From an optimization exercise on the open Yosys and OpenROAD flow, aimed at small area and a short achievable clock period; shortcuts taken in it are not production practice.
In this exercise RTL edits were held to simulation tests only and were not proved equivalent to the original.
Power and IR drop assume default switching activity.

## design/flow/config.mk

```make
export PLATFORM = sky130hd
export DESIGN_NAME = s_axi_template
export DESIGN_NICKNAME = s_axi_template
export VERILOG_FILES = /design/flow/design.v
export SDC_FILE = /design/flow/constraint.sdc
export NUM_CORES = 4
export LEC_CHECK = 0
export ABC_CLOCK_PERIOD_IN_PS = 4000
export CAP_MARGIN = 20
export CORE_MARGIN = 2
export CORE_UTILIZATION = 40
export CTS_BUF_LIST = sky130_fd_sc_hd__clkbuf_4 sky130_fd_sc_hd__clkbuf_8
export CTS_CLUSTER_SIZE = 40
export SETUP_SLACK_MARGIN = 5
export SLEW_MARGIN = 20
```

## design/flow/constraint.sdc

```tcl
create_clock -name core_clock -period 10.0 [get_ports {S_AXI_ACLK}]
set_input_delay 2.0000 -clock core_clock [delete_from_list [all_inputs] [get_ports {S_AXI_ACLK}]]
set_output_delay 2.0000 -clock core_clock [all_outputs]
set_load 0.01 [all_outputs]
```

## design/flow/design.v

```verilog
module mul_front (
  input  wire        WV,
  input  wire        ARM,
  input  wire [15:0] W,
  input  wire [15:0] AQ,
  input  wire [15:0] B,
  output wire [15:0] AW,
  output wire [71:0] PP,
  output wire [7:0]  NEG
);
  assign AW = WV ? (ARM ? W : AQ) : AQ;
  wire one0 = B[0] ^ 1'b0;
  wire two0 = (B[1] & ~B[0] & ~1'b0) | (~B[1] & B[0] & 1'b0);
  assign NEG[0] = B[1];
  assign PP[0] = (one0 & AW[0]) ^ B[1];
  assign PP[1] = ((one0 & AW[1]) | (two0 & AW[0])) ^ B[1];
  assign PP[2] = ((one0 & AW[2]) | (two0 & AW[1])) ^ B[1];
  assign PP[3] = ((one0 & AW[3]) | (two0 & AW[2])) ^ B[1];
  assign PP[4] = ((one0 & AW[4]) | (two0 & AW[3])) ^ B[1];
  assign PP[5] = ((one0 & AW[5]) | (two0 & AW[4])) ^ B[1];
  assign PP[6] = ((one0 & AW[6]) | (two0 & AW[5])) ^ B[1];
  assign PP[7] = ((one0 & AW[7]) | (two0 & AW[6])) ^ B[1];
  assign PP[8] = ((one0 & AW[8]) | (two0 & AW[7])) ^ B[1];
  assign PP[9] = ((one0 & AW[9]) | (two0 & AW[8])) ^ B[1];
  assign PP[10] = ((one0 & AW[10]) | (two0 & AW[9])) ^ B[1];
  assign PP[11] = ((one0 & AW[11]) | (two0 & AW[10])) ^ B[1];
  assign PP[12] = ((one0 & AW[12]) | (two0 & AW[11])) ^ B[1];
  assign PP[13] = ((one0 & AW[13]) | (two0 & AW[12])) ^ B[1];
  assign PP[14] = ((one0 & AW[14]) | (two0 & AW[13])) ^ B[1];
  assign PP[15] = ((one0 & AW[15]) | (two0 & AW[14])) ^ B[1];
  wire one1 = B[2] ^ B[1];
  wire two1 = (B[3] & ~B[2] & ~B[1]) | (~B[3] & B[2] & B[1]);
  assign NEG[1] = B[3];
  assign PP[16] = (one1 & AW[0]) ^ B[3];
  assign PP[17] = ((one1 & AW[1]) | (two1 & AW[0])) ^ B[3];
  assign PP[18] = ((one1 & AW[2]) | (two1 & AW[1])) ^ B[3];
  assign PP[19] = ((one1 & AW[3]) | (two1 & AW[2])) ^ B[3];
  assign PP[20] = ((one1 & AW[4]) | (two1 & AW[3])) ^ B[3];
  assign PP[21] = ((one1 & AW[5]) | (two1 & AW[4])) ^ B[3];
  assign PP[22] = ((one1 & AW[6]) | (two1 & AW[5])) ^ B[3];
  assign PP[23] = ((one1 & AW[7]) | (two1 & AW[6])) ^ B[3];
  assign PP[24] = ((one1 & AW[8]) | (two1 & AW[7])) ^ B[3];
  assign PP[25] = ((one1 & AW[9]) | (two1 & AW[8])) ^ B[3];
  assign PP[26] = ((one1 & AW[10]) | (two1 & AW[9])) ^ B[3];
  assign PP[27] = ((one1 & AW[11]) | (two1 & AW[10])) ^ B[3];
  assign PP[28] = ((one1 & AW[12]) | (two1 & AW[11])) ^ B[3];
  assign PP[29] = ((one1 & AW[13]) | (two1 & AW[12])) ^ B[3];
  wire one2 = B[4] ^ B[3];
  wire two2 = (B[5] & ~B[4] & ~B[3]) | (~B[5] & B[4] & B[3]);
  assign NEG[2] = B[5];
  assign PP[30] = (one2 & AW[0]) ^ B[5];
  assign PP[31] = ((one2 & AW[1]) | (two2 & AW[0])) ^ B[5];
  assign PP[32] = ((one2 & AW[2]) | (two2 & AW[1])) ^ B[5];
  assign PP[33] = ((one2 & AW[3]) | (two2 & AW[2])) ^ B[5];
  assign PP[34] = ((one2 & AW[4]) | (two2 & AW[3])) ^ B[5];
  assign PP[35] = ((one2 & AW[5]) | (two2 & AW[4])) ^ B[5];
  assign PP[36] = ((one2 & AW[6]) | (two2 & AW[5])) ^ B[5];
  assign PP[37] = ((one2 & AW[7]) | (two2 & AW[6])) ^ B[5];
  assign PP[38] = ((one2 & AW[8]) | (two2 & AW[7])) ^ B[5];
  assign PP[39] = ((one2 & AW[9]) | (two2 & AW[8])) ^ B[5];
  assign PP[40] = ((one2 & AW[10]) | (two2 & AW[9])) ^ B[5];
  assign PP[41] = ((one2 & AW[11]) | (two2 & AW[10])) ^ B[5];
  wire one3 = B[6] ^ B[5];
  wire two3 = (B[7] & ~B[6] & ~B[5]) | (~B[7] & B[6] & B[5]);
  assign NEG[3] = B[7];
  assign PP[42] = (one3 & AW[0]) ^ B[7];
  assign PP[43] = ((one3 & AW[1]) | (two3 & AW[0])) ^ B[7];
  assign PP[44] = ((one3 & AW[2]) | (two3 & AW[1])) ^ B[7];
  assign PP[45] = ((one3 & AW[3]) | (two3 & AW[2])) ^ B[7];
  assign PP[46] = ((one3 & AW[4]) | (two3 & AW[3])) ^ B[7];
  assign PP[47] = ((one3 & AW[5]) | (two3 & AW[4])) ^ B[7];
  assign PP[48] = ((one3 & AW[6]) | (two3 & AW[5])) ^ B[7];
  assign PP[49] = ((one3 & AW[7]) | (two3 & AW[6])) ^ B[7];
  assign PP[50] = ((one3 & AW[8]) | (two3 & AW[7])) ^ B[7];
  assign PP[51] = ((one3 & AW[9]) | (two3 & AW[8])) ^ B[7];
  wire one4 = B[8] ^ B[7];
  wire two4 = (B[9] & ~B[8] & ~B[7]) | (~B[9] & B[8] & B[7]);
  assign NEG[4] = B[9];
  assign PP[52] = (one4 & AW[0]) ^ B[9];
  assign PP[53] = ((one4 & AW[1]) | (two4 & AW[0])) ^ B[9];
  assign PP[54] = ((one4 & AW[2]) | (two4 & AW[1])) ^ B[9];
  assign PP[55] = ((one4 & AW[3]) | (two4 & AW[2])) ^ B[9];
  assign PP[56] = ((one4 & AW[4]) | (two4 & AW[3])) ^ B[9];
  assign PP[57] = ((one4 & AW[5]) | (two4 & AW[4])) ^ B[9];
  assign PP[58] = ((one4 & AW[6]) | (two4 & AW[5])) ^ B[9];
  assign PP[59] = ((one4 & AW[7]) | (two4 & AW[6])) ^ B[9];
  wire one5 = B[10] ^ B[9];
  wire two5 = (B[11] & ~B[10] & ~B[9]) | (~B[11] & B[10] & B[9]);
  assign NEG[5] = B[11];
  assign PP[60] = (one5 & AW[0]) ^ B[11];
  assign PP[61] = ((one5 & AW[1]) | (two5 & AW[0])) ^ B[11];
  assign PP[62] = ((one5 & AW[2]) | (two5 & AW[1])) ^ B[11];
  assign PP[63] = ((one5 & AW[3]) | (two5 & AW[2])) ^ B[11];
  assign PP[64] = ((one5 & AW[4]) | (two5 & AW[3])) ^ B[11];
  assign PP[65] = ((one5 & AW[5]) | (two5 & AW[4])) ^ B[11];
  wire one6 = B[12] ^ B[11];
  wire two6 = (B[13] & ~B[12] & ~B[11]) | (~B[13] & B[12] & B[11]);
  assign NEG[6] = B[13];
  assign PP[66] = (one6 & AW[0]) ^ B[13];
  assign PP[67] = ((one6 & AW[1]) | (two6 & AW[0])) ^ B[13];
  assign PP[68] = ((one6 & AW[2]) | (two6 & AW[1])) ^ B[13];
  assign PP[69] = ((one6 & AW[3]) | (two6 & AW[2])) ^ B[13];
  wire one7 = B[14] ^ B[13];
  wire two7 = (B[15] & ~B[14] & ~B[13]) | (~B[15] & B[14] & B[13]);
  assign NEG[7] = B[15];
  assign PP[70] = (one7 & AW[0]) ^ B[15];
  assign PP[71] = ((one7 & AW[1]) | (two7 & AW[0])) ^ B[15];
endmodule
module xbip_multadd_0 (
  input  wire        WV,
  input  wire        ARM,
  input  wire [15:0] W,
  input  wire [15:0] AQ,
  input  wire [15:0] B,
  input  wire [15:0] X,
  input  wire        CI,
  output wire [15:0] AW,
  output wire [15:0] S,
  output wire [15:0] Y,
  output wire [15:0] Z,
  output wire        E,
  output wire [1:0]  F
);
  wire [71:0] PP;
  wire [7:0] NEG;
  mul_front front (.WV(WV), .ARM(ARM), .W(W), .AQ(AQ), .B(B), .AW(AW), .PP(PP), .NEG(NEG));
  wire s0 = NEG[0] ^ X[0];
  wire c0 = NEG[0] & X[0];
  wire s1 = NEG[1] ^ X[2];
  wire c1 = NEG[1] & X[2];
  wire s2 = NEG[2] ^ X[4];
  wire c2 = NEG[2] & X[4];
  wire s3 = NEG[3] ^ X[6];
  wire c3 = NEG[3] & X[6];
  wire s4 = NEG[4] ^ X[8];
  wire c4 = NEG[4] & X[8];
  wire s5 = NEG[5] ^ X[10];
  wire c5 = NEG[5] & X[10];
  wire s6 = NEG[6] ^ X[12];
  wire c6 = NEG[6] & X[12];
  wire s7 = NEG[7] ^ X[14];
  wire c7 = NEG[7] & X[14];
  wire s8 = X[9] ^ c4;
  wire c8 = X[9] & c4;
  wire s9 = PP[10] ^ PP[24] ^ PP[36];
  wire c9 = (PP[10] & PP[24]) | (PP[10] & PP[36]) | (PP[24] & PP[36]);
  wire s10 = X[11] ^ c5 ^ PP[11];
  wire c10 = (X[11] & c5) | (X[11] & PP[11]) | (c5 & PP[11]);
  wire s11 = PP[25] ^ PP[37];
  wire c11 = PP[25] & PP[37];
  wire s12 = PP[12] ^ PP[26] ^ PP[38];
  wire c12 = (PP[12] & PP[26]) | (PP[12] & PP[38]) | (PP[26] & PP[38]);
  wire s13 = PP[48] ^ PP[56] ^ PP[62];
  wire c13 = (PP[48] & PP[56]) | (PP[48] & PP[62]) | (PP[56] & PP[62]);
  wire s14 = X[13] ^ c6 ^ PP[13];
  wire c14 = (X[13] & c6) | (X[13] & PP[13]) | (c6 & PP[13]);
  wire s15 = PP[27] ^ PP[39] ^ PP[49];
  wire c15 = (PP[27] & PP[39]) | (PP[27] & PP[49]) | (PP[39] & PP[49]);
  wire s16 = PP[57] ^ PP[63];
  wire c16 = PP[57] & PP[63];
  wire s17 = PP[14] ^ PP[28] ^ PP[40];
  wire c17 = (PP[14] & PP[28]) | (PP[14] & PP[40]) | (PP[28] & PP[40]);
  wire s18 = PP[50] ^ PP[58] ^ PP[64];
  wire c18 = (PP[50] & PP[58]) | (PP[50] & PP[64]) | (PP[58] & PP[64]);
  wire s19 = PP[68] ^ PP[70] ^ s7;
  wire c19 = (PP[68] & PP[70]) | (PP[68] & s7) | (PP[70] & s7);
  wire s20 = X[5] ^ c2;
  wire c20 = X[5] & c2;
  wire s21 = PP[20] ^ PP[32] ^ PP[42];
  wire c21 = (PP[20] & PP[32]) | (PP[20] & PP[42]) | (PP[32] & PP[42]);
  wire s22 = X[7] ^ c3 ^ PP[21];
  wire c22 = (X[7] & c3) | (X[7] & PP[21]) | (c3 & PP[21]);
  wire s23 = PP[33] ^ PP[43];
  wire c23 = PP[33] & PP[43];
  wire s24 = PP[22] ^ PP[34] ^ PP[44];
  wire c24 = (PP[22] & PP[34]) | (PP[22] & PP[44]) | (PP[34] & PP[44]);
  wire s25 = PP[52] ^ PP[8] ^ s4;
  wire c25 = (PP[52] & PP[8]) | (PP[52] & s4) | (PP[8] & s4);
  wire s26 = PP[23] ^ PP[35] ^ PP[45];
  wire c26 = (PP[23] & PP[35]) | (PP[23] & PP[45]) | (PP[35] & PP[45]);
  wire s27 = PP[53] ^ PP[9] ^ s8;
  wire c27 = (PP[53] & PP[9]) | (PP[53] & s8) | (PP[9] & s8);
  wire s28 = PP[46] ^ PP[54] ^ PP[60];
  wire c28 = (PP[46] & PP[54]) | (PP[46] & PP[60]) | (PP[54] & PP[60]);
  wire s29 = s5 ^ c8 ^ s9;
  wire c29 = (s5 & c8) | (s5 & s9) | (c8 & s9);
  wire s30 = PP[47] ^ PP[55] ^ PP[61];
  wire c30 = (PP[47] & PP[55]) | (PP[47] & PP[61]) | (PP[55] & PP[61]);
  wire s31 = c9 ^ s10 ^ s11;
  wire c31 = (c9 & s10) | (c9 & s11) | (s10 & s11);
  wire s32 = PP[66] ^ s6 ^ c10;
  wire c32 = (PP[66] & s6) | (PP[66] & c10) | (s6 & c10);
  wire s33 = c11 ^ s12 ^ s13;
  wire c33 = (c11 & s12) | (c11 & s13) | (s12 & s13);
  wire s34 = PP[67] ^ c12 ^ c13;
  wire c34 = (PP[67] & c12) | (PP[67] & c13) | (c12 & c13);
  wire s35 = s14 ^ s15 ^ s16;
  wire c35 = (s14 & s15) | (s14 & s16) | (s15 & s16);
  wire s36 = c14 ^ c15 ^ c16;
  wire c36 = (c14 & c15) | (c14 & c16) | (c15 & c16);
  wire s37 = s17 ^ s18 ^ s19;
  wire c37 = (s17 & s18) | (s17 & s19) | (s18 & s19);
  wire s38 = X[3] ^ c1;
  wire c38 = X[3] & c1;
  wire s39 = PP[18] ^ PP[30] ^ PP[4];
  wire c39 = (PP[18] & PP[30]) | (PP[18] & PP[4]) | (PP[30] & PP[4]);
  wire s40 = PP[19] ^ PP[31] ^ PP[5];
  wire c40 = (PP[19] & PP[31]) | (PP[19] & PP[5]) | (PP[31] & PP[5]);
  wire s41 = PP[6] ^ s3 ^ c20;
  wire c41 = (PP[6] & s3) | (PP[6] & c20) | (s3 & c20);
  wire s42 = PP[7] ^ c21 ^ s22;
  wire c42 = (PP[7] & c21) | (PP[7] & s22) | (c21 & s22);
  wire s43 = c22 ^ c23 ^ s24;
  wire c43 = (c22 & c23) | (c22 & s24) | (c23 & s24);
  wire s44 = c24 ^ c25 ^ s26;
  wire c44 = (c24 & c25) | (c24 & s26) | (c25 & s26);
  wire s45 = c26 ^ s28 ^ c27;
  wire c45 = (c26 & s28) | (c26 & c27) | (s28 & c27);
  wire s46 = c28 ^ s30 ^ c29;
  wire c46 = (c28 & s30) | (c28 & c29) | (s30 & c29);
  wire s47 = c30 ^ c31 ^ s32;
  wire c47 = (c30 & c31) | (c30 & s32) | (c31 & s32);
  wire s48 = c32 ^ c33 ^ s34;
  wire c48 = (c32 & c33) | (c32 & s34) | (c33 & s34);
  wire s49 = c34 ^ c35 ^ s36;
  wire c49 = (c34 & c35) | (c34 & s36) | (c35 & s36);
  wire s50 = CI ^ PP[0];
  wire c50 = CI & PP[0];
  wire s51 = X[1] ^ c0 ^ PP[1];
  wire c51 = (X[1] & c0) | (X[1] & PP[1]) | (c0 & PP[1]);
  wire s52 = PP[16] ^ PP[2] ^ s1;
  wire c52 = (PP[16] & PP[2]) | (PP[16] & s1) | (PP[2] & s1);
  wire s53 = PP[17] ^ PP[3] ^ s38;
  wire c53 = (PP[17] & PP[3]) | (PP[17] & s38) | (PP[3] & s38);
  wire s54 = s2 ^ c38 ^ s39;
  wire c54 = (s2 & c38) | (s2 & s39) | (c38 & s39);
  wire s55 = c39 ^ s20 ^ s40;
  wire c55 = (c39 & s20) | (c39 & s40) | (s20 & s40);
  wire s56 = c40 ^ s21 ^ s41;
  wire c56 = (c40 & s21) | (c40 & s41) | (s21 & s41);
  wire s57 = s23 ^ c41 ^ s42;
  wire c57 = (s23 & c41) | (s23 & s42) | (c41 & s42);
  wire s58 = s25 ^ c42 ^ s43;
  wire c58 = (s25 & c42) | (s25 & s43) | (c42 & s43);
  wire s59 = c43 ^ s27 ^ s44;
  wire c59 = (c43 & s27) | (c43 & s44) | (s27 & s44);
  wire x60 = c7 ^ c17;
  wire x61 = c18 ^ c19;
  wire x62 = x60 ^ x61;
  wire x63 = X[15] ^ PP[15];
  wire x64 = PP[29] ^ PP[41];
  wire x65 = PP[51] ^ PP[59];
  wire x66 = PP[65] ^ PP[69];
  wire x67 = PP[71] ^ x63;
  wire x68 = x64 ^ x65;
  wire x69 = x66 ^ x67;
  wire x70 = x68 ^ x69;
  assign F = {x62, x70};
  assign S[0] = s0;
  assign Y[0] = s50;
  assign Z[0] = 1'b0;
  assign S[1] = c50;
  assign Y[1] = s51;
  assign Z[1] = 1'b0;
  assign S[2] = c51;
  assign Y[2] = s52;
  assign Z[2] = 1'b0;
  assign S[3] = c52;
  assign Y[3] = s53;
  assign Z[3] = 1'b0;
  assign S[4] = c53;
  assign Y[4] = s54;
  assign Z[4] = 1'b0;
  assign S[5] = c54;
  assign Y[5] = s55;
  assign Z[5] = 1'b0;
  assign S[6] = c55;
  assign Y[6] = s56;
  assign Z[6] = 1'b0;
  assign S[7] = c56;
  assign Y[7] = s57;
  assign Z[7] = 1'b0;
  assign S[8] = c57;
  assign Y[8] = s58;
  assign Z[8] = 1'b0;
  assign S[9] = c58;
  assign Y[9] = s59;
  assign Z[9] = 1'b0;
  assign E = c59;
  assign S[10] = c44;
  assign Y[10] = s29;
  assign Z[10] = s45;
  assign S[11] = s31;
  assign Y[11] = c45;
  assign Z[11] = s46;
  assign S[12] = s33;
  assign Y[12] = c46;
  assign Z[12] = s47;
  assign S[13] = s35;
  assign Y[13] = c47;
  assign Z[13] = s48;
  assign S[14] = s37;
  assign Y[14] = c48;
  assign Z[14] = s49;
  assign S[15] = c36;
  assign Y[15] = c37;
  assign Z[15] = c49;
endmodule
module mul_final (
  input  wire [15:0] S,
  input  wire [15:0] Y,
  input  wire [15:0] Z,
  input  wire        E,
  input  wire [1:0]  F,
  input  wire        EN,
  output wire [15:0] P
);
  wire [15:0] r1, r2;
  assign r1[0] = S[0];
  assign r2[0] = Y[0];
  assign r1[1] = S[1];
  assign r2[1] = Y[1];
  assign r1[2] = S[2];
  assign r2[2] = Y[2];
  assign r1[3] = S[3];
  assign r2[3] = Y[3];
  assign r1[4] = S[4];
  assign r2[4] = Y[4];
  assign r1[5] = S[5];
  assign r2[5] = Y[5];
  assign r1[6] = S[6];
  assign r2[6] = Y[6];
  assign r1[7] = S[7];
  assign r2[7] = Y[7];
  assign r1[8] = S[8];
  assign r2[8] = Y[8];
  assign r1[9] = S[9];
  assign r2[9] = Y[9];
  assign r1[10] = S[10] ^ Y[10] ^ Z[10];
  assign r2[10] = E;
  assign r1[11] = S[11] ^ Y[11] ^ Z[11];
  assign r2[11] = (S[10] & Y[10]) | (S[10] & Z[10]) | (Y[10] & Z[10]);
  assign r1[12] = S[12] ^ Y[12] ^ Z[12];
  assign r2[12] = (S[11] & Y[11]) | (S[11] & Z[11]) | (Y[11] & Z[11]);
  assign r1[13] = S[13] ^ Y[13] ^ Z[13];
  assign r2[13] = (S[12] & Y[12]) | (S[12] & Z[12]) | (Y[12] & Z[12]);
  assign r1[14] = S[14] ^ Y[14] ^ Z[14];
  assign r2[14] = (S[13] & Y[13]) | (S[13] & Z[13]) | (Y[13] & Z[13]);
  assign r1[15] = S[15] ^ Y[15] ^ Z[15] ^ F[0] ^ F[1];
  assign r2[15] = (S[14] & Y[14]) | (S[14] & Z[14]) | (Y[14] & Z[14]);
  assign P = (r1 + r2) & {16{EN}};
endmodule
`timescale 1ns / 1ps
module s_axi_template #(
		parameter integer C_S_AXI_ID_WIDTH	= 1,
		parameter integer C_S_AXI_DATA_WIDTH	= 64,
		parameter integer C_S_AXI_ADDR_WIDTH	= 32,
		parameter integer C_S_AXI_AWUSER_WIDTH	= 1,
		parameter integer C_S_AXI_ARUSER_WIDTH	= 1,
		parameter integer C_S_AXI_WUSER_WIDTH	= 1,
		parameter integer C_S_AXI_RUSER_WIDTH	= 1,
		parameter integer C_S_AXI_BUSER_WIDTH	= 1
	)
	(
		output wire [15:0] P_buf,  
		output wire [15:0] A_dbg,
		output wire [15:0] B_dbg,
		output wire [15:0] C_dbg,
		output wire [ 3:0] mode_sel_dbg,
		input wire  S_AXI_ACLK,
		input wire  S_AXI_ARESETN,
		input wire [C_S_AXI_ID_WIDTH-1 : 0] S_AXI_AWID,
		input wire [C_S_AXI_ADDR_WIDTH-1 : 0] S_AXI_AWADDR,
		input wire [7 : 0] S_AXI_AWLEN,
		input wire [2 : 0] S_AXI_AWSIZE,
		input wire [1 : 0] S_AXI_AWBURST,
		input wire  S_AXI_AWLOCK,
		input wire [3 : 0] S_AXI_AWCACHE,
		input wire [2 : 0] S_AXI_AWPROT,
		input wire [3 : 0] S_AXI_AWQOS,
		input wire [3 : 0] S_AXI_AWREGION,
		input wire [C_S_AXI_AWUSER_WIDTH-1 : 0] S_AXI_AWUSER,
		input wire  S_AXI_AWVALID,
		output wire  S_AXI_AWREADY,
		input wire [C_S_AXI_DATA_WIDTH-1 : 0] S_AXI_WDATA,
		input wire [(C_S_AXI_DATA_WIDTH/8)-1 : 0] S_AXI_WSTRB,
		input wire  S_AXI_WLAST,
		input wire [C_S_AXI_WUSER_WIDTH-1 : 0] S_AXI_WUSER,
		input wire  S_AXI_WVALID,
		output wire  S_AXI_WREADY,
		output wire [C_S_AXI_ID_WIDTH-1 : 0] S_AXI_BID,
		output wire [1 : 0] S_AXI_BRESP,
		output wire [C_S_AXI_BUSER_WIDTH-1 : 0] S_AXI_BUSER,
		output wire  S_AXI_BVALID,
		input wire  S_AXI_BREADY,
		input wire [C_S_AXI_ID_WIDTH-1 : 0] S_AXI_ARID,
		input wire [C_S_AXI_ADDR_WIDTH-1 : 0] S_AXI_ARADDR,
		input wire [7 : 0] S_AXI_ARLEN,
		input wire [2 : 0] S_AXI_ARSIZE,
		input wire [1 : 0] S_AXI_ARBURST,
		input wire  S_AXI_ARLOCK,
		input wire [3 : 0] S_AXI_ARCACHE,
		input wire [2 : 0] S_AXI_ARPROT,
		input wire [3 : 0] S_AXI_ARQOS,
		input wire [3 : 0] S_AXI_ARREGION,
		input wire [C_S_AXI_ARUSER_WIDTH-1 : 0] S_AXI_ARUSER,
		input wire  S_AXI_ARVALID,
		output wire  S_AXI_ARREADY,
		output wire [C_S_AXI_ID_WIDTH-1 : 0] S_AXI_RID,
		output wire [C_S_AXI_DATA_WIDTH-1 : 0] S_AXI_RDATA,
		output wire [1 : 0] S_AXI_RRESP,
		output wire  S_AXI_RLAST,
		output wire [C_S_AXI_RUSER_WIDTH-1 : 0] S_AXI_RUSER,
		output wire  S_AXI_RVALID,
		input wire  S_AXI_RREADY
	);
	reg        axi_awready, axi_awv_awr_flag, axi_wready, axi_bvalid;
	reg        axi_arready, axi_arv_arr_flag, axi_rvalid, axi_rlast;
	reg  [7:0] axi_arlen_rem;      
	reg  [3:0] wsel;               
	wire idle   = ~axi_awv_awr_flag & ~axi_arv_arr_flag;
	wire aw_set = S_AXI_AWVALID & idle;
	wire ar_set = S_AXI_ARVALID & idle;
	wire wbeat  = axi_wready & S_AXI_WVALID;
	wire wdone  = S_AXI_WLAST & axi_wready;
	wire rhs    = axi_rvalid & S_AXI_RREADY;
	wire rzero  = (axi_arlen_rem == 8'd0);
	always @(posedge S_AXI_ACLK) begin
		if (S_AXI_ARESETN == 1'b0) begin
			axi_awready      <= 1'b0;
			axi_awv_awr_flag <= 1'b0;
			axi_wready       <= 1'b0;
			axi_bvalid       <= 1'b0;
			axi_arready      <= 1'b0;
			axi_arv_arr_flag <= 1'b0;
			axi_rvalid       <= 1'b0;
			axi_rlast        <= 1'b0;
			axi_arlen_rem    <= 8'd0;
		end else begin
			axi_awready <= aw_set;
			if (aw_set)
				axi_awv_awr_flag <= 1'b1;
			else if (wdone)
				axi_awv_awr_flag <= 1'b0;
			if (~axi_wready & S_AXI_WVALID & axi_awv_awr_flag)
				axi_wready <= 1'b1;
			else if (wdone)
				axi_wready <= 1'b0;
			if (wbeat & S_AXI_WLAST)
				axi_bvalid <= 1'b1;
			else if (S_AXI_BREADY & axi_bvalid)
				axi_bvalid <= 1'b0;
			axi_arready <= ar_set;
			if (ar_set)
				axi_arv_arr_flag <= 1'b1;
			else if (rhs & rzero)
				axi_arv_arr_flag <= 1'b0;
			if (axi_arv_arr_flag & ~axi_rvalid)
				axi_rvalid <= 1'b1;
			else if (rhs)
				axi_rvalid <= 1'b0;
			if (S_AXI_ARVALID & ~axi_arv_arr_flag) begin
				axi_arlen_rem <= S_AXI_ARLEN;
				axi_rlast     <= 1'b0;
			end else if (rhs) begin
				axi_arlen_rem <= axi_arlen_rem - 8'd1;
				axi_rlast     <= 1'b0;
			end else if (rzero & ~axi_rlast & axi_arv_arr_flag)
				axi_rlast <= 1'b1;
			else if (S_AXI_RREADY)
				axi_rlast <= 1'b0;
		end
	end
	always @(posedge S_AXI_ACLK)
		if (S_AXI_AWVALID & ~axi_awv_awr_flag)
			wsel <= {S_AXI_AWADDR[19:16] == 4'h4, S_AXI_AWADDR[19:16] == 4'h3,
			         S_AXI_AWADDR[19:16] == 4'h2, S_AXI_AWADDR[19:16] == 4'h1};
	assign S_AXI_AWREADY = axi_awready;
	assign S_AXI_WREADY  = axi_wready;
	assign S_AXI_BVALID  = axi_bvalid;
	assign S_AXI_BRESP   = 2'b00;
	assign S_AXI_BUSER   = {C_S_AXI_BUSER_WIDTH{1'b0}};
	assign S_AXI_BID     = S_AXI_AWID;
	assign S_AXI_ARREADY = axi_arready;
	assign S_AXI_RVALID  = axi_rvalid;
	assign S_AXI_RLAST   = axi_rlast;
	assign S_AXI_RRESP   = 2'b00;
	assign S_AXI_RUSER   = {C_S_AXI_RUSER_WIDTH{1'b0}};
	assign S_AXI_RID     = S_AXI_ARID;
	reg [15:0] A, B, C, B_in, C_in;
	reg [ 3:0] mode_sel;
	wire rst = ~S_AXI_ARESETN;
	wire [15:0] W = S_AXI_WDATA[15:0];
	wire [15:0] A_wr;
	wire [15:0] A_nx = rst ? 16'd0 : A_wr;
	wire [15:0] B_nx = rst ? 16'd0 : (wbeat & wsel[1]) ? W : B;
	wire [15:0] C_nx = rst ? 16'd0 : (wbeat & wsel[2]) ? W : C;
	wire [ 3:0] M_nx = rst ? 4'd0  : (wbeat & wsel[3]) ? W[3:0] : mode_sel;
	wire [15:0] Bi_nx = rst ? 16'd0 :
	                    (mode_sel[2:0] == 3'b000) ? 16'd0 :
	                    (mode_sel[2:1] == 2'b10)  ? 16'd1 : B;
	wire [15:0] Ci_nx = (~rst & (mode_sel[2] | (mode_sel[1] & mode_sel[0]))) ? C : 16'd0;
	wire        Sub_nx = mode_sel[0];
	always @(posedge S_AXI_ACLK) begin
		A        <= A_nx;
		B        <= B_nx;
		C        <= C_nx;
		mode_sel <= M_nx;
		B_in     <= Bi_nx;
		C_in     <= Ci_nx;
	end
	assign A_dbg        = A;
	assign B_dbg        = B_in;
	assign C_dbg        = C_in;
	assign mode_sel_dbg = mode_sel;
	wire [15:0] cs_s, cs_y, cs_z;
	wire        cs_e;
	wire [ 1:0] cs_f;
	reg  [15:0] P_s, P_y, P_z;
	reg         P_e;
	reg  [ 1:0] P_f;
	xbip_multadd_0 MultAdd (
		.WV (S_AXI_WVALID),
		.ARM(axi_wready & wsel[0]),
		.W  (W),
		.AQ (A),
		.B  (Bi_nx),
		.X  (Ci_nx ^ {16{Sub_nx}}),
		.CI (Sub_nx),
		.AW (A_wr),
		.S  (cs_s),
		.Y  (cs_y),
		.Z  (cs_z),
		.E  (cs_e),
		.F  (cs_f)
	);
	always @(posedge S_AXI_ACLK) begin
		P_s <= cs_s;
		P_y <= cs_y;
		P_z <= cs_z;
		P_e <= cs_e;
		P_f <= cs_f;
	end
	wire P_en = (~mode_sel[2] & ~mode_sel[0]) | (mode_sel[1] & mode_sel[0]);
	mul_final MultFinal (
		.S (P_s),
		.Y (P_y),
		.Z (P_z),
		.E (P_e),
		.F (P_f),
		.EN(P_en),
		.P (P_buf)
	);
	reg [15:0] rd_data;
	wire aw56 = (S_AXI_AWADDR[19:16] == 4'h5) | (S_AXI_AWADDR[19:16] == 4'h6);
	wire ar56 = (S_AXI_ARADDR[19:16] == 4'h5) | (S_AXI_ARADDR[19:16] == 4'h6);
	wire rd_load = (aw_set & aw56) | (ar_set & ar56);
	always @(posedge S_AXI_ACLK)
		if (rst)
			rd_data <= 16'd0;
		else if (rd_load)
			rd_data <= P_buf;
	assign S_AXI_RDATA = {{(C_S_AXI_DATA_WIDTH-16){1'b0}}, rd_data & {16{axi_rvalid}}};
endmodule
```

## design/flow/flow/run.sh

```bash
#!/bin/bash
# The standard layout (standard.sh), with the port buffers made from
# sky130_fd_sc_hd__buf_1 instead of the cell buffer_ports picks by itself.
set -euo pipefail
bash standard.sh BUFFER_PORTS_ARGS="-buffer_cell sky130_fd_sc_hd__buf_1" MATCH_CELL_FOOTPRINT=0 finish > standard.log 2>&1
```

## design/flow/standard.sh

```bash
#!/bin/bash
# synth_recipe.tcl (not shown) runs the flow's synth.tcl, then flattens the netlist and writes it again
# the make line also repeats each setting of config.mk as NAME=value (left out here)
make -C /OpenROAD-flow-scripts/flow DESIGN_CONFIG=/design/flow/config.mk WORK_HOME=/design/flow/orfs CLKGATE_MAP_FILE= SYNTH_SCRIPT=/design/flow/synth_recipe.tcl "${@:-finish}"
```

==> out/metrics.cfg, run 1 <==
[outcome]
status = complete, no violations

[logic_synthesis]
synth_edf_count = 4
dominantRegCellSynth = dfxtp_1
syn_inst = 1178
synth_seq_area_share = 0.317
ys_ff_latch = 161
synth_async_sr_flop_share = 0
synthesis.area_per_instance_sq_um = 8.75
yosysWarnings = 1
syn_area_sq_um = 10300
ys_types = 68

[cells_and_area]
drive_gt1_frac = 0.0767
final_cell_mix = dfxtp_1 (157), nand2_1 (126), buf_1 (126)
fin_util = 0.452
nets = 1555
fill_cells = 2549
final_common_cell = dfxtp_1
diodes = 0
area_growth_pct = 10.8

[sta]
min_period_ps = 4900
rsz0062_at_grt = yes
drv_slew = 0
setup_violations = 0
finalHoldViolCount = 0
worstMarginPinSlew_ps = 882
whs_ps = 464
timing.slew.headroom = 0.411
clock_skew_ps = 14.9
period_share = 0.490
tns_ps = 0
timing.fmax_mhz = 204

[die]
die_area_sq_um = 27100
initial_core_util = 0.408
std_cell_rows = 58
io_pins = 353
die_y_um = 165
die_w_um = 165
core_area_sq_um = 25300

[cts]
h-tree-depth = 4
cts_buffers = 17
cts.sinks = 161
cts-root-buf = clkbuf_8
cts_tree = done
cts_hold_buffers = 0
clock_latency_ps = 470
clk_pin_slew_worst_paths_ps = 100
cts_buffer_depth = 2

[critical_path]
critPathLaunchType = register
crit_fanout = 6
worstPathArrival_ps = 2900
r2r_setup_slack_ps = 6170
r2r_cells = 11
critPathKind = register to output pin
r2r_end = P_y[7]
required_ps = 8000
end_kind = output pin
r2r_start = mode_sel[2]

[worst_hold_path]
whs_path_depth = 2
hold_end = C[0]
hold_class = register to register
min-delay-start = C[0]

[place]
hpwl_um = 19900
io_buffers = 129
place_congestion = 0.935

[power]
vdd_drop_max_uv = 68.2
power_density_nw_per_um2 = 116
power.leakage_uw = 0.00460

[grt]
grt_pass1_wl_um = 42200
grt_pass1_vias = 7646
overflow = 0
antenna_found_initial = 0
grt_start_max_net_pins = 71
track_usage = 0.203

[route]
vias = 8453
post_drt_wl_per_cell_um = 16.9
finalWirelength_um = 27200
drcViolationCount = 0
dr.pass1.iters = 5
vias_per_cell = 5.26
drt-initial-drc-count = 606
ant_nets = 0

[run]
max_cap_viol_count = 0

## what timing repair did
| item | CTS | global route |
|---|---|---|
| pin swaps | 2 | 3 |
| buffers inserted | 6 | 3 |
| gates resized for setup | 13 | 15 |
| endpoints found under the setup margin | 29 | 21 |
## worst max-delay path, stage by stage, from the launching register on
cell      delay, ps
dfxtp_1         320
fa_1            590
ha_4            240
inv_1            70
o21bai_1         90
a21o_1          210
a21o_1          190
a21oi_2         170
o31a_1          190
xor2_1          170
nor2_1           60
buf_1           150
## report_power, final
part	switching, uW	internal (uW)	total [uW]
combinational	61.2	33.8	95.0
sequential	11.6	653	665
clock	274	285	559
## worst max path at each step
stage | start | end | slack, ps | cells after the start
after detailed placement | S_AXI_WVALID | P_z[11] | 3770 | 13
after CTS | S_AXI_ARESETN | P_y[7] | 5010 | 12
after global placement | S_AXI_WVALID | P_z[11] | 3810 | 13
after global routing | mode_sel[0] | P_buf[6] | 4950 | 5
after floorplan | S_AXI_WVALID | P_y[8] | 5060 | 13
final | P_z[10] | P_buf[14] | 5100 | 11
## through the flow
step | total power (uW) | setup WS (ps) | area, sq um | std cells
after floorplan | 758 | 5060 | 10500 | 1231
after global placement | 770 | 3810 | 10800 | 1567
after detailed placement | 771 | 3770 | 10800 | 1567
after CTS | 1330 | 5010 | 11300 | 1605
after global routing | 1370 | 4950 | 11400 | 1608
final | 1320 | 5100 | 11400 | 1608
## cell families (layout without fill, tap and decap cells)
kind of cell,count (synthesis),count (layout),share of synthesized area
xor gates and xnor gates,95,95,0.0835
AOI/OAI and AO/OA,271,271,0.170
adders and majority gates,88,88,0.143
other,1,54,0.000364
and+or+nand+nor,342,342,0.160
muxes,24,24,0.0317
buffers and inverters,196,243,0.0954
DFF,161,161,0.317
## cell usage after synthesis, drive strengths merged, types with 27 or more instances
library cell | n | area (sq um)
nand2 | 129 | 484
nor2 | 66 | 248
fa | 51 | 1020
nor2b | 27 | 169
ha | 32 | 400
dfxtp | 157 | 3140
a21oi | 64 | 320
xnor2 | 79 | 692
and2 | 46 | 288
buf | 69 | 507
inv | 53 | 199
o21ai | 43 | 215
clkbuf | 71 | 267
o22ai | 55 | 344
a21boi | 46 | 345
## cell type report
class	count	area, sq um	area share
clock inverter	14	218	0.0191
clock buffer	18	241	0.0211
multi-input combinational	874	6360	0.557
sequential	161	3260	0.286
timing repair buffer	155	706	0.0618
inverter	56	214	0.0187
tap	330	413	0.0362
## registers in the layout, indices dropped and copies added, names as in the netlist, 2 cells and up
register,cells
A,16
B,16
B_in,16
C,16
C_in,16
P_s,16
P_y,16
rd_data,16
axi_arlen_rem,8
P_z,6
mode_sel,4
wsel,4
P_f,2
## per-layer routing
metal,up-vias,GRT usage,part of all wire
met5,-,0,0
met2,328,0.309,0.45
met4,0,0.0719,0.024
met1,4035,0.291,0.46
li1,4051,-,-
met3,39,0.0319,0.069
==> inputs of run 2 (changes only) <==
--- a/design/flow/config.mk
+++ b/design/flow/config.mk
@@ -5,6 +5,7 @@
 export SDC_FILE = /design/flow/constraint.sdc
 export NUM_CORES = 4
 export LEC_CHECK = 0
+export ABC_AREA = 1
 export ABC_CLOCK_PERIOD_IN_PS = 4000
 export CAP_MARGIN = 20
 export CORE_MARGIN = 2
==> out/metrics.cfg, run 2 <==
[logic_synthesis]
yosysMostFrequentCell = nand2_1
synthesis.area_per_instance_sq_um = 7.91
ys_ff_latch = 161
synth_compound_area_frac = 0.138
yosysTopAreaCell = dfxtp_1
dominantRegCellSynth = dfxtp_1
synth_xor_area_frac = 0.0709
muxShareOfSynthArea = 0
synth_async_sr_flop_share = 0
synth_simple_gate_area_frac = 0.180
synth_seq_area_share = 0.334
syn_area_sq_um = 9760
yosysWarnings = 1
syn_inst = 1234
synth_area_leaders = dfxtp_1 (32%), fa_1 (10%), nand2_1 (8.2%), xor2_1 (6.3%), inv_1 (6.1%)
synthTopCellsByCount = nand2_1 (212), inv_1 (159), dfxtp_1 (157), nor2_1 (88), a21oi_1 (80)
ys_types = 45
synth_edf_count = 4
yosysTopAreaCellShare = 0.322
synth_fa_ha_area_frac = 0.146
synth_top_family_by_area = simple AND/OR/NAND/NOR gates

[sta]
clock_skew_ps = 20.8
rsz0062_at_grt = no
setup_violations = 0
drv_slew = 0
tns_ps = 0
timing.slew.headroom = 0.333
timing.fmax_mhz = 207
min_period_ps = 4830
period_share = 0.483
layout_setup_ws_ps = 5170
finalHoldViolCount = 0
worstMarginPinSlew_ps = 998

[cts]
cts.sinks = 161
h-tree-depth = 4
clock_latency_ps = 490
cts_tree = done
clk_pin_slew_worst_paths_ps = 90
cts_buffer_depth = 2
cts-root-buf = clkbuf_8
cts_buffers = 17
cts_hold_buffers = 0

[power]
power_density_nw_per_um2 = 123
power.leakage_uw = 0.00513
power_uw = 1340
vdd_drop_max_uv = 78.9

[place]
hpwl_um = 20500
place_congestion = 0.927
io_buffers = 129
pre_cts_slack_ps = 3900

[die]
io_pins = 353
die_area_sq_um = 25700
std_cell_rows = 57
core_area_sq_um = 24100
die_y_um = 160
die_w_um = 160
initial_core_util = 0.405

[critical_path]
path_delay_family = adder cells
crit_fanout = 17
cpPeakStageDelay_ps = 500
critPathKind = input port to register
required_ps = 10350
worstPathArrival_ps = 5190
crit_chain = buf_1 > nand2_1 > inv_2 > nand2_4 > nand2_1 > nand2_1 > inv_1 > o22ai_1 > xor2_1 > fa_1 > inv_1 > fa_1 > fa_1
crit_slowest_cell = fa_1
end_kind = register
critPathLaunchType = input port
critPathBufInv = 4

[cells_and_area]
final_common_cell = nand2_1
drive_gt1_frac = 0.0757
diodes = 0
final_cell_mix = nand2_1 (210), inv_1 (158), dfxtp_1 (157)
area_growth_pct = 11.1
nets = 1638

[route]
dr_wl_met2_um = 11900
drcViolationCount = 0
met3WireLength_um = 1860
vias = 8267
ant_nets = 0
finalWirelength_um = 26800
wl_met1_um = 12300
vias_per_cell = 4.91
drt-initial-drc-count = 513
dr.pass1.iters = 6
top_layer = met4
post_drt_wl_per_cell_um = 15.9

[outcome]
status = complete, no violations

[grt]
track_usage = 0.211
overflow = 0
grt_pass1_wl_um = 42700
grt_start_max_net_pins = 32
grt_pass1_vias = 7869
antenna_found_initial = 0

[worst_hold_path]
hold_class = register to register

[run]
max_cap_viol_count = 0

[run 2: repair_timing]
item                       CTS  global route
setup endpoints to repair   26            16
pin swaps                    1             1
resized for setup           12            15
buffers inserted             5             4
[run 2: path summary, 6_finish.rpt]
kind | from | end | slack [ps] | depth (start not counted)
setup / recovery | S_AXI_WVALID | P_y[8] | 5170 | 13
hold / removal | C[7] | C[7] | 460 | 2
setup reg to reg | mode_sel[1] | P_y[8] | 6290 | 14
hold reg to reg | C[7] | C[7] | 460 | 2
[run 2: worst register-to-register path: stages, from the launching register on]
cell and delay (ps):
dfxtp_1 430, inv_2 120, nand2_2 250, nand2_1 210, nor2_4 190, buf_8 200, nand2_1 80, nand2_1 90
nand2_2 170, o22ai_1 240, xor2_1 220, fa_1 450, inv_1 80, fa_1 420, fa_1 430
[run 2: cell families (layout without fill, tap and decap cells)]
kind of cell	count (synthesis)	after routing
AND/OR/NAND/NOR	398	398
buffers and inverters	273	347
AO/OA/AOI/OAI	239	239
flip-flops	161	161
adder cells (fa/ha/maj)	83	83
XOR/XNOR	79	79
other	1	54
[run 2: layout make-up]
| class | instances | area (sq um) |
|---|---|---|
| sequential | 161 | 3260 |
| tap | 324 | 405 |
| fill | 2529 | 13300 |
| inverter | 172 | 649 |
| clock buffer | 18 | 241 |
| clock inverter | 14 | 173 |
| multi-input combinational | 853 | 5480 |
| timing repair buffer | 143 | 629 |
[run 2: report_power, final]
part / total [uW] / internal [uW] / switching [uW] / leakage [uW]
clock: 520 / 233 / 287 / 0.000203
sequential: 676 / 662 / 14.3 / 0.00131
combinational: 139 / 39.6 / 99.1 / 0.00361
[run 2: through the flow]
stage | area [sq um] | util | instances | hold WS, ps
after floorplan | 9960 | - | 1287 | 430
final | 10800 | 0.450 | 1685 | 456
after global placement | 10300 | 0.425 | 1644 | 440
after detailed placement | 10300 | 0.425 | 1644 | 444
after global routing | 10800 | 0.450 | 1685 | 479
after CTS | 10800 | 0.446 | 1681 | 456
[run 2: layer usage]
layer,track usage,vias up
met3,0.0400,50
met5,0,-
li1,-,4059
met4,0.0782,0
met2,0.330,310
met1,0.291,3848
==> inputs of run 3 (changes only) <==
==> design/flow/flow/run.sh (replaced) <==
#!/bin/bash
# The standard layout (standard.sh), with the port buffers made from
# sky130_fd_sc_hd__buf_1 instead of the cell buffer_ports picks by itself.
set -euo pipefail
bash standard.sh BUFFER_PORTS_ARGS="-buffer_cell sky130_fd_sc_hd__buf_1" MATCH_CELL_FOOTPRINT=0 SKIP_REPAIR_TIE_FANOUT=1 finish > standard.log 2>&1
--- a/design/flow/config.mk
+++ b/design/flow/config.mk
@@ -5,7 +5,6 @@
 export SDC_FILE = /design/flow/constraint.sdc
 export NUM_CORES = 4
 export LEC_CHECK = 0
-export ABC_AREA = 1
 export ABC_CLOCK_PERIOD_IN_PS = 4000
 export CAP_MARGIN = 20
 export CORE_MARGIN = 2
==> out/metrics.cfg, run 3 <==
[route]
drt-initial-drc-count = 640
ant_nets = 0
vias = 8135
vias_per_cell = 5.23
post_drt_wl_per_cell_um = 17.1
dr.pass1.iters = 5
finalWirelength_um = 26600
drcViolationCount = 0

[cts]
cts_hold_buffers = 0
clk_pin_slew_worst_paths_ps = 90
h-tree-depth = 4
cts_buffers = 17
cts_tree = done
clock_latency_ps = 470
cts_buffer_depth = 2
cts-root-buf = clkbuf_8
cts.sinks = 161

[cells_and_area]
final_cell_mix = dfxtp_1 (156), nand2_1 (128), buf_1 (126)
postLayoutCellArea_sq_um = 11200
area_growth_pct = 8.33
nets = 1500
drive_gt1_frac = 0.0777
fill_cells = 2567
final_common_cell = dfxtp_1
fin_util = 0.442

[logic_synthesis]
dominantRegCellSynth = dfxtp_1
syn_inst = 1178
yosysTopAreaCell = dfxtp_1
synthesis.area_per_instance_sq_um = 8.75
yosysMostFrequentCell = dfxtp_1
synth_area_leaders = dfxtp_1 (30%), fa_1 (9.9%), xnor2_1 (6.7%), nand2_1 (4.7%), buf_4 (4.2%)
synthTopCellsByCount = dfxtp_1 (157), nand2_1 (129), xnor2_1 (79), clkbuf_1 (71), nor2_1 (66)
synth_edf_count = 4
yosysTopAreaCellShare = 0.305
ys_types = 68
syn_area_sq_um = 10300
synth_seq_area_share = 0.317
synth_async_sr_flop_share = 0
ys_ff_latch = 161
yosysWarnings = 1

[grt]
grt_start_max_net_pins = 63
antenna_found_initial = 1
grt_pass1_wl_um = 42100
overflow = 0
track_usage = 0.200
grt_pass1_vias = 7596

[die]
initial_core_util = 0.408
core_area_sq_um = 25300
die_y_um = 165
die_area_sq_um = 27100
die_w_um = 165
std_cell_rows = 58
io_pins = 353

[power]
power.leakage_uw = 0.00439
combinationalPowerShare = 0.076
p_int_uw = 916
p_clk_frac = 0.391
power_density_nw_per_um2 = 112
swShare = 0.266
vdd_drop_max_uv = 79.2
seqPwrFrac = 0.533
p_sw_uw = 331

[sta]
rsz0062_at_grt = yes
timing.fmax_mhz = 204
min_period_ps = 4890
clock_skew_ps = 28.4
worstMarginPinSlew_ps = 983
period_share = 0.489
drv_slew = 0
finalHoldViolCount = 0
timing.slew.headroom = 0.340
setup_violations = 0
tns_ps = 0

[critical_path]
r2r_setup_slack_ps = 6110
startpoint = S_AXI_ARESETN
r2r_cells = 10
r2r_end = P_y[9]
critPathKind = input port to register
critPathLaunchType = input port
end_kind = register
r2r_start = mode_sel[2]
worstPathArrival_ps = 5220
crit_fanout = 36
required_ps = 10330

[outcome]
status = complete, no violations

[worst_hold_path]
hold_end = C[14]
whs_path_depth = 2
hold_class = register to register
min-delay-start = C[14]

[run]
max_cap_viol_count = 0

[place]
placed_area_sq_um = 10600
io_buffers = 129
hpwl_um = 19600
place_congestion = 0.910

run 3: changes by cell type in the layout (fill, tap and decap cells not counted), moves of 45 or more:
cell / change
xor2_1: -54
a21boi_0: +46
conb_1: -53
xnor2_1: +70
nand2_1: -82
and2_1: +45
inv_1: -109
run 3: power by group through the flow:
| stage | clock network [uW] | registers, uW | logic, uW |
|---|---|---|---|
| floorplan | 0 | 676 | 82.2 |
| global placement | 0 | 680 | 90.7 |
| detailed placement | 0 | 680 | 91.6 |
| CTS | 505 | 665 | 94.0 |
| global route | 533 | 667 | 106 |
| finish | 487 | 665 | 95.0 |
run 3: layout make-up:
| cell class | instances | area (sq um) | area share |
|---|---|---|---|
| multi-input combinational | 821 | 6160 | 0.552 |
| clock buffer | 21 | 289 | 0.0259 |
| timing repair buffer | 152 | 701 | 0.0627 |
| inverter | 56 | 218 | 0.0195 |
| tap | 330 | 413 | 0.0370 |
| clock inverter | 11 | 115 | 0.0103 |
| antenna | 1 | 2.50 | 0.000224 |
| sequential | 161 | 3260 | 0.292 |
| timing repair inverter | 1 | 5.00 | 0.000448 |
run 3: routing by layer:
metal	GRT usage	wire length, um	share of wire	vias up
met2	0.297	11600	0.43	319
met1	0.294	12900	0.48	3807
li1	-	-	-	3976
met3	0.0424	1810	0.068	33
met5	0	0	0	-
met4	0.0553	368	0.014	0
run 3: worst max-delay path by stage:
| stage | to | slack, ps |
|---|---|---|
| CTS | P_buf[15] | 5010 |
| global placement | P_y[7] | 3720 |
| global route | P_buf[15] | 4970 |
| finish | P_z[13] | 5110 |
| floorplan | P_y[8] | 5060 |
| detailed placement | P_z[12] | 3690 |
run 3: stage by stage:
step	setup WS (ps)	std cells	power (uW)	hold WS [ps]
2_1_floorplan	5060	1178	758	436
3_3_place_gp	3720	1512	770	446
3_5_place_dp	3690	1512	772	454
4_1_cts	5010	1549	1260	466
5_1_grt	4970	1553	1310	478
6_report	5110	1554	1250	462
run 3: repair_timing:
item / 4_1_cts / 5_1_grt
pin swaps: 3 / 4
endpoints found under the setup margin: 38 / 24
gates cloned: 0 / 1
setup buffers: 5 / 3
resized for setup: 14 / 16
run 3: cell families (layout without fill, tap and decap cells):
logic type                 after synthesis  in the layout  synth area share
AOI/OAI and AO/OA                      271            271             0.170
xor gates and xnor gates                95             95            0.0835
adders and majority gates               88             88             0.143
buffers and inverters                  196            241            0.0954
DFF                                    161            161             0.317
muxes                                   24             24            0.0317
other                                    1              2          0.000364
and+or+nand+nor                        342            342             0.160
run 3: worst max-delay path, stage by stage:
cell      delay [ps]
clkbuf_4         290
o21a_1           260
nand2_1          490
nand2_2          350
o22a_1           330
fa_1             560
inv_1             60
fa_1             420
fa_1             460
==> inputs of run 4 (changes only) <==
--- a/design/flow/config.mk
+++ b/design/flow/config.mk
@@ -5,6 +5,7 @@
 export SDC_FILE = /design/flow/constraint.sdc
 export NUM_CORES = 4
 export LEC_CHECK = 0
+export ABC_AREA = 1
 export ABC_CLOCK_PERIOD_IN_PS = 4000
 export CAP_MARGIN = 20
 export CORE_MARGIN = 2
==> out/metrics.cfg, run 4 <==
[logic_synthesis]
synthesis.area_per_instance_sq_um = 7.91
syn_area_sq_um = 9760
yosysTopAreaCellShare = 0.322
yosysWarnings = 1
synth_async_sr_flop_share = 0
syn_inst = 1234
ys_types = 45
yosysTopAreaCell = dfxtp_1
synth_seq_area_share = 0.334
ys_ff_latch = 161
dominantRegCellSynth = dfxtp_1
synthTopCellsByCount = nand2_1 (212), inv_1 (159), dfxtp_1 (157), nor2_1 (88), a21oi_1 (80)
synth_area_leaders = dfxtp_1 (32%), fa_1 (10%), nand2_1 (8.2%), xor2_1 (6.3%), inv_1 (6.1%)
yosysMostFrequentCell = nand2_1
synth_edf_count = 4

[place]
hpwl_um = 19500
place_congestion = 0.910
io_buffers = 129
pre_cts_slack_ps = 4130

[cells_and_area]
drive_gt1_frac = 0.0767
final_cell_mix = nand2_1 (209), inv_1 (158), dfxtp_1 (157)
nets = 1580
area_growth_pct = 8.96
final_common_cell = nand2_1
diodes = 0
fin_util = 0.441

[route]
met3WireLength_um = 1410
post_drt_wl_per_cell_um = 15.6
vias_per_cell = 4.94
drt-initial-drc-count = 597
ant_nets = 0
top_layer = met4
drcViolationCount = 0
dr_wl_met2_um = 11500
wl_met1_um = 12100
finalWirelength_um = 25400
dr.pass1.iters = 5
vias = 8036

[die]
io_pins = 353
core_area_sq_um = 24100
std_cell_rows = 57
die_y_um = 160
die_w_um = 160
initial_core_util = 0.405
die_area_sq_um = 25700

[sta]
tns_ps = 0
rsz0062_at_grt = no
setup_violations = 0
timing.slew.headroom = 0.421
period_share = 0.482
clock_skew_ps = 18.9
min_period_ps = 4820
finalHoldViolCount = 0
worstMarginPinSlew_ps = 866
timing.fmax_mhz = 207
drv_slew = 0
layout_setup_ws_ps = 5180

[run]
max_cap_viol_count = 0

[power]
seqPwrFrac = 0.491
p_clk_frac = 0.412
power.leakage_uw = 0.00496
combinationalPowerShare = 0.096
power_density_nw_per_um2 = 129
vdd_drop_max_uv = 82.4
swShare = 0.265
p_int_uw = 1010
p_sw_uw = 365

[critical_path]
critical_path.most_common_cell = fa_1
crit_chain = buf_1 > nand2_1 > nor2_1 > buf_4 > or2_2 > o21a_1 > inv_1 > o22ai_1 > xor2_1 > fa_1 > inv_1 > fa_1 > fa_1
critPathBufInv = 4
path_delay_family = adder cells
crit_cells = 13
required_ps = 10320
critPathLaunchType = input port
end_kind = register
crit_slowest_cell = fa_1
r2r_setup_slack_ps = 6170
cpPeakStageDelay_ps = 540
r2r_cells = 14
crit_fanout = 15
worstPathArrival_ps = 5150
critPathKind = input port to register

[outcome]
status = complete, no violations

[cts]
clk_pin_slew_worst_paths_ps = 90
clock_latency_ps = 460
h-tree-depth = 4
cts_tree = done
cts.sinks = 161
cts_hold_buffers = 0
cts_buffers = 17
cts-root-buf = clkbuf_8
cts_buffer_depth = 2

[worst_hold_path]
whs_path_depth = 2
hold_class = register to register

[grt]
grt_start_max_net_pins = 55
antenna_found_initial = 0
track_usage = 0.200
grt_pass1_wl_um = 40600
grt_pass1_vias = 7672
overflow = 0

run 4: cell types whose count changed after synthesis, sizes merged, moves of 39 or more:
cell / delta
o21ai: +39
and2: -45
clkbuf: -44
inv: +118
nand2: +90
a21boi: -46
xor2: +56
xnor2: -70
run 4: metrics by stage:
| stage | area, sq um | instances | power (uW) | hold slack (ps) |
|---|---|---|---|---|
| 5_1_grt | 10600 | 1627 | 1430 | 473 |
| 3_3_place_gp | 10100 | 1592 | 821 | 439 |
| 4_1_cts | 10600 | 1625 | 1390 | 460 |
| 3_5_place_dp | 10100 | 1592 | 822 | 447 |
| 6_report | 10600 | 1627 | 1380 | 456 |
| 2_1_floorplan | 9760 | 1234 | 797 | 430 |
run 4: cells by family (layout without fill, tap and decap cells):
family,Yosys count,in the layout,share of synthesized area
adder cells (fa/ha/maj),83,83,0.146
AO/OA/AOI/OAI,239,239,0.138
AND/OR/NAND/NOR,398,398,0.180
flip-flops,161,161,0.334
other,1,1,0.000384
buffers and inverters,273,342,0.131
XOR/XNOR,79,79,0.0709
run 4: repair_timing:
| action | 4_1_cts | 5_1_grt |
|---|---|---|
| pin swaps | 1 | 1 |
| setup endpoints to repair | 16 | 14 |
| resized for setup | 8 | 18 |
| buffers inserted | 1 | 2 |
run 4: final cells by class:
class / instances / area, sq um
Clock buffer: 19 / 262
Clock inverter: 13 / 208
Fill cell: 2522 / 13500
Inverter: 172 / 646
Multi-Input combinational cell: 800 / 5280
Sequential cell: 161 / 3260
Tap cell: 324 / 405
Timing Repair Buffer: 138 / 576
run 4: metal layers:
metal  GRT usage  vias up
li1            -     4006
met1       0.279     3760
met2       0.317      245
met3      0.0384       25
met4      0.0528        0
met5           0        -
run 4: power groups by stage:
stage / registers, uW / logic [uW] / clock network [uW]
floorplan: 687 / 110 / 0
global placement: 691 / 130 / 0
detailed placement: 692 / 130 / 0
CTS: 677 / 132 / 580
global route: 680 / 149 / 606
finish: 677 / 133 / 567
run 4: worst register-to-register path, stage by stage (launching register included):
cell     delay (ps)
dfxtp_1         440
inv_2           140
nand2_2         270
nand2_1         200
nor2_4          200
buf_6           230
nand2_1          80
nand2_1         100
nand2_2         170
o22ai_1         240
xor2_1          220
fa_1            470
inv_1            90
fa_1            430
fa_1            430
run 4: worst paths after layout:
kind | start | endpoint
worst max-delay path | S_AXI_WVALID | P_y[8]
worst min-delay path | C[1] | C[1]
worst max register to register | mode_sel[1] | P_y[8]
worst min register to register | C[1] | C[1]
==> inputs of run 5 (changes only) <==
--- a/design/flow/config.mk
+++ b/design/flow/config.mk
@@ -9,7 +9,7 @@
 export ABC_CLOCK_PERIOD_IN_PS = 4000
 export CAP_MARGIN = 20
 export CORE_MARGIN = 2
-export CORE_UTILIZATION = 40
+export CORE_UTILIZATION = 50
 export CTS_BUF_LIST = sky130_fd_sc_hd__clkbuf_4 sky130_fd_sc_hd__clkbuf_8
 export CTS_CLUSTER_SIZE = 40
 export SETUP_SLACK_MARGIN = 5
==> out/metrics.cfg, run 5 <==
[outcome]
status = complete, no violations

[cts]
cts-root-buf = clkbuf_8
cts_tree = done
clock_latency_ps = 470
clk_pin_slew_worst_paths_ps = 90
h-tree-depth = 4
cts.sinks = 161
cts_buffers = 17
cts_buffer_depth = 2

[grt]
use_met3 = 0.0540
grt_start_max_net_pins = 55
overflow = 0
busiest_layer = met2
grt_pass1_wl_um = 39000
gr-usage-met2 = 0.388
gr-usage-met1 = 0.335
grt_pass1_vias = 7538
track_usage = 0.246
antenna_found_initial = 0

[sta]
drv_slew = 0
worstMarginPinSlew_ps = 851
timing.fmax_mhz = 205
rsz0062_at_grt = yes
clock_skew_ps = 16.6
timing.slew.headroom = 0.431
period_share = 0.487
finalHoldViolCount = 0
tns_ps = 0
min_period_ps = 4870
setup_violations = 0

[route]
dr.pass1.iters = 5
vias_per_cell = 5.14
drcViolationCount = 0
ant_nets = 0
vias = 8083
post_drt_wl_per_cell_um = 15.8
drt-initial-drc-count = 419
finalWirelength_um = 24900

[cells_and_area]
drive_gt1_frac = 0.0794
final_cell_mix = nand2_1 (211), dfxtp_1 (157), inv_1 (156)
area_growth_pct = 7.97
nets = 1586
final_common_cell = nand2_1
diodes = 0

[die]
std_cell_rows = 51
io_pins = 353
die_area_sq_um = 20700
core_area_sq_um = 19300
die_w_um = 144
initial_core_util = 0.505
die_y_um = 144

[critical_path]
r2r_cells = 16
worstPathArrival_ps = 5220
critPathLaunchType = input port
r2r_setup_slack_ps = 6270
cpPeakStageDelay_ps = 430
crit_chain = buf_6 > inv_2 > buf_6 > a21oi_1 > inv_2 > nor2_1 > xor2_1 > ha_1 > fa_1 > inv_1 > fa_1 > inv_1 > fa_1
r2r_start = mode_sel[1]
crit_slowest_cell = xor2_1
crit_fanout = 42
end_kind = register
critPathKind = input port to register
startpoint = S_AXI_ARESETN
crit_path_end = P_y[9]
critical_path.most_common_cell = fa_1
r2r_end = P_y[9]
required_ps = 10350

[place]
io_buffers = 129
hpwl_um = 18900
place_congestion = 0.894

[logic_synthesis]
syn_inst = 1234
synthTopCellsByCount = nand2_1 (212), inv_1 (159), dfxtp_1 (157), nor2_1 (88), a21oi_1 (80)
synth_async_sr_flop_share = 0
yosysTopAreaCell = dfxtp_1
yosysTopAreaCellShare = 0.322
synth_edf_count = 4
dominantRegCellSynth = dfxtp_1
synthesis.area_per_instance_sq_um = 7.91
yosysMostFrequentCell = nand2_1
ys_types = 45
synth_seq_area_share = 0.334
yosysWarnings = 1
synth_area_leaders = dfxtp_1 (32%), fa_1 (10%), nand2_1 (8.2%), xor2_1 (6.3%), inv_1 (6.1%)
ys_ff_latch = 161
syn_area_sq_um = 9760

[power]
power_density_nw_per_um2 = 122
power.leakage_uw = 0.00493
power_uw = 1280
vdd_drop_max_uv = 91.9

[worst_hold_path]
min-delay-start = C[5]
hold_class = register to register

[run]
max_cap_viol_count = 0

## run 5: where the power goes
part	switching (uW)	total, uW	internal (uW)	leakage (uW)
clock network	266	474	208	0.000187
registers	14.0	676	662	0.00131
logic	95.8	135	39.1	0.00344
## run 5: worst min-delay path by stage
stage	end	slack (ps)	cells after the start
2_1_floorplan	C[0]	430	2
4_1_cts	C[3]	460	2
3_3_place_gp	C[13]	440	2
5_1_grt	C[2]	470	2
3_5_place_dp	C[10]	440	2
6_report	C[5]	450	2
## run 5: worst max-delay path, delay by kind of cell
kind	cells	cell delay [ps]
AOI/OAI and AO/OA	1	250
adders and majority gates	4	1490
xor gates and xnor gates	1	430
buffers and inverters	6	840
and+or+nand+nor	1	190
## run 5: timing repair
action / 4_1_cts / 5_1_grt
gates resized for setup: 7 / 19
setup endpoints to repair: 29 / 16
pin swaps: 2 / 1
setup buffers: 5 / 4
hold buffers: 0 / 0
cloned: 0 / 1
## run 5: metal layers
layer  vias to the layer above  part of all wire
met5                         -                 0
met4                         0             0.024
met3                        38             0.065
met2                       275              0.45
met1                      3751              0.46
li1                       4019                 -
## run 5: cell families after synthesis
kind of cell,synth area share
buffers and inverters,0.131
adders and majority gates,0.146
AOI/OAI and AO/OA,0.138
and+or+nand+nor,0.180
DFF,0.334
other,0.000384
xor gates and xnor gates,0.0709
## run 5: cell type report
class / count / area [sq um]
Fill cell: 1921 / 8800
Multi-Input combinational cell: 800 / 5260
Inverter: 172 / 657
Clock inverter: 13 / 128
Clock buffer: 19 / 249
Sequential cell: 161 / 3260
Timing Repair Buffer: 144 / 648
Tap cell: 265 / 332
## run 5: per-stage QoR
stage | std cells | setup WS, ps | cell area [sq um] | hold slack [ps] | util
after global routing | 1574 | 5000 | 10500 | 475 | 0.545
after global placement | 1532 | 3720 | 9980 | 439 | 0.516
after detailed placement | 1532 | 3740 | 9980 | 444 | 0.516
final | 1574 | 5130 | 10500 | 453 | 0.545
after floorplan | 1234 | 5190 | 9760 | 430 | -
after CTS | 1569 | 5010 | 10400 | 458 | 0.539

==> afterwards: timing with drivers on the ports <==
The flow's constraints put no driver on any port. The routed layouts listed below were extracted and timed again, unchanged, in two steps. Step 1 sets driving cells, clkbuf_16 on the clock port and buf_2 on the other inputs (assumed; they add their load-dependent delay and slew). Step 2 moves the port delays by t, midway between the first and last clock arrival at a register: inputs arrive t later, outputs are due t later. That takes back most of the time a late clock gives input paths. Slacks: ideal ports / drivers / drivers and shift; pairs: ideal ports / drivers.
run | t, ns | slack for setup (ns) | latest minus earliest clock arrival (ns)
run 1 | 0.504 | 5.100 / 5.058 / 4.640 | 0.015 / 0.015
run 2 | 0.520 | 5.170 / 5.183 / 4.664 | 0.022 / 0.021
run 3 | 0.497 | 5.105 / 5.117 / 4.628 | 0.029 / 0.029
run 4 | 0.490 | 5.177 / 5.193 / 4.702 | 0.019 / 0.019
run 5 | 0.502 | 5.132 / 5.129 / 4.627 | 0.017 / 0.017
After both steps every run listed still meets setup and hold. For run 2, which loses most, drivers alone change the setup slack by +0.013 ns; drivers and shift together by -0.506 ns.
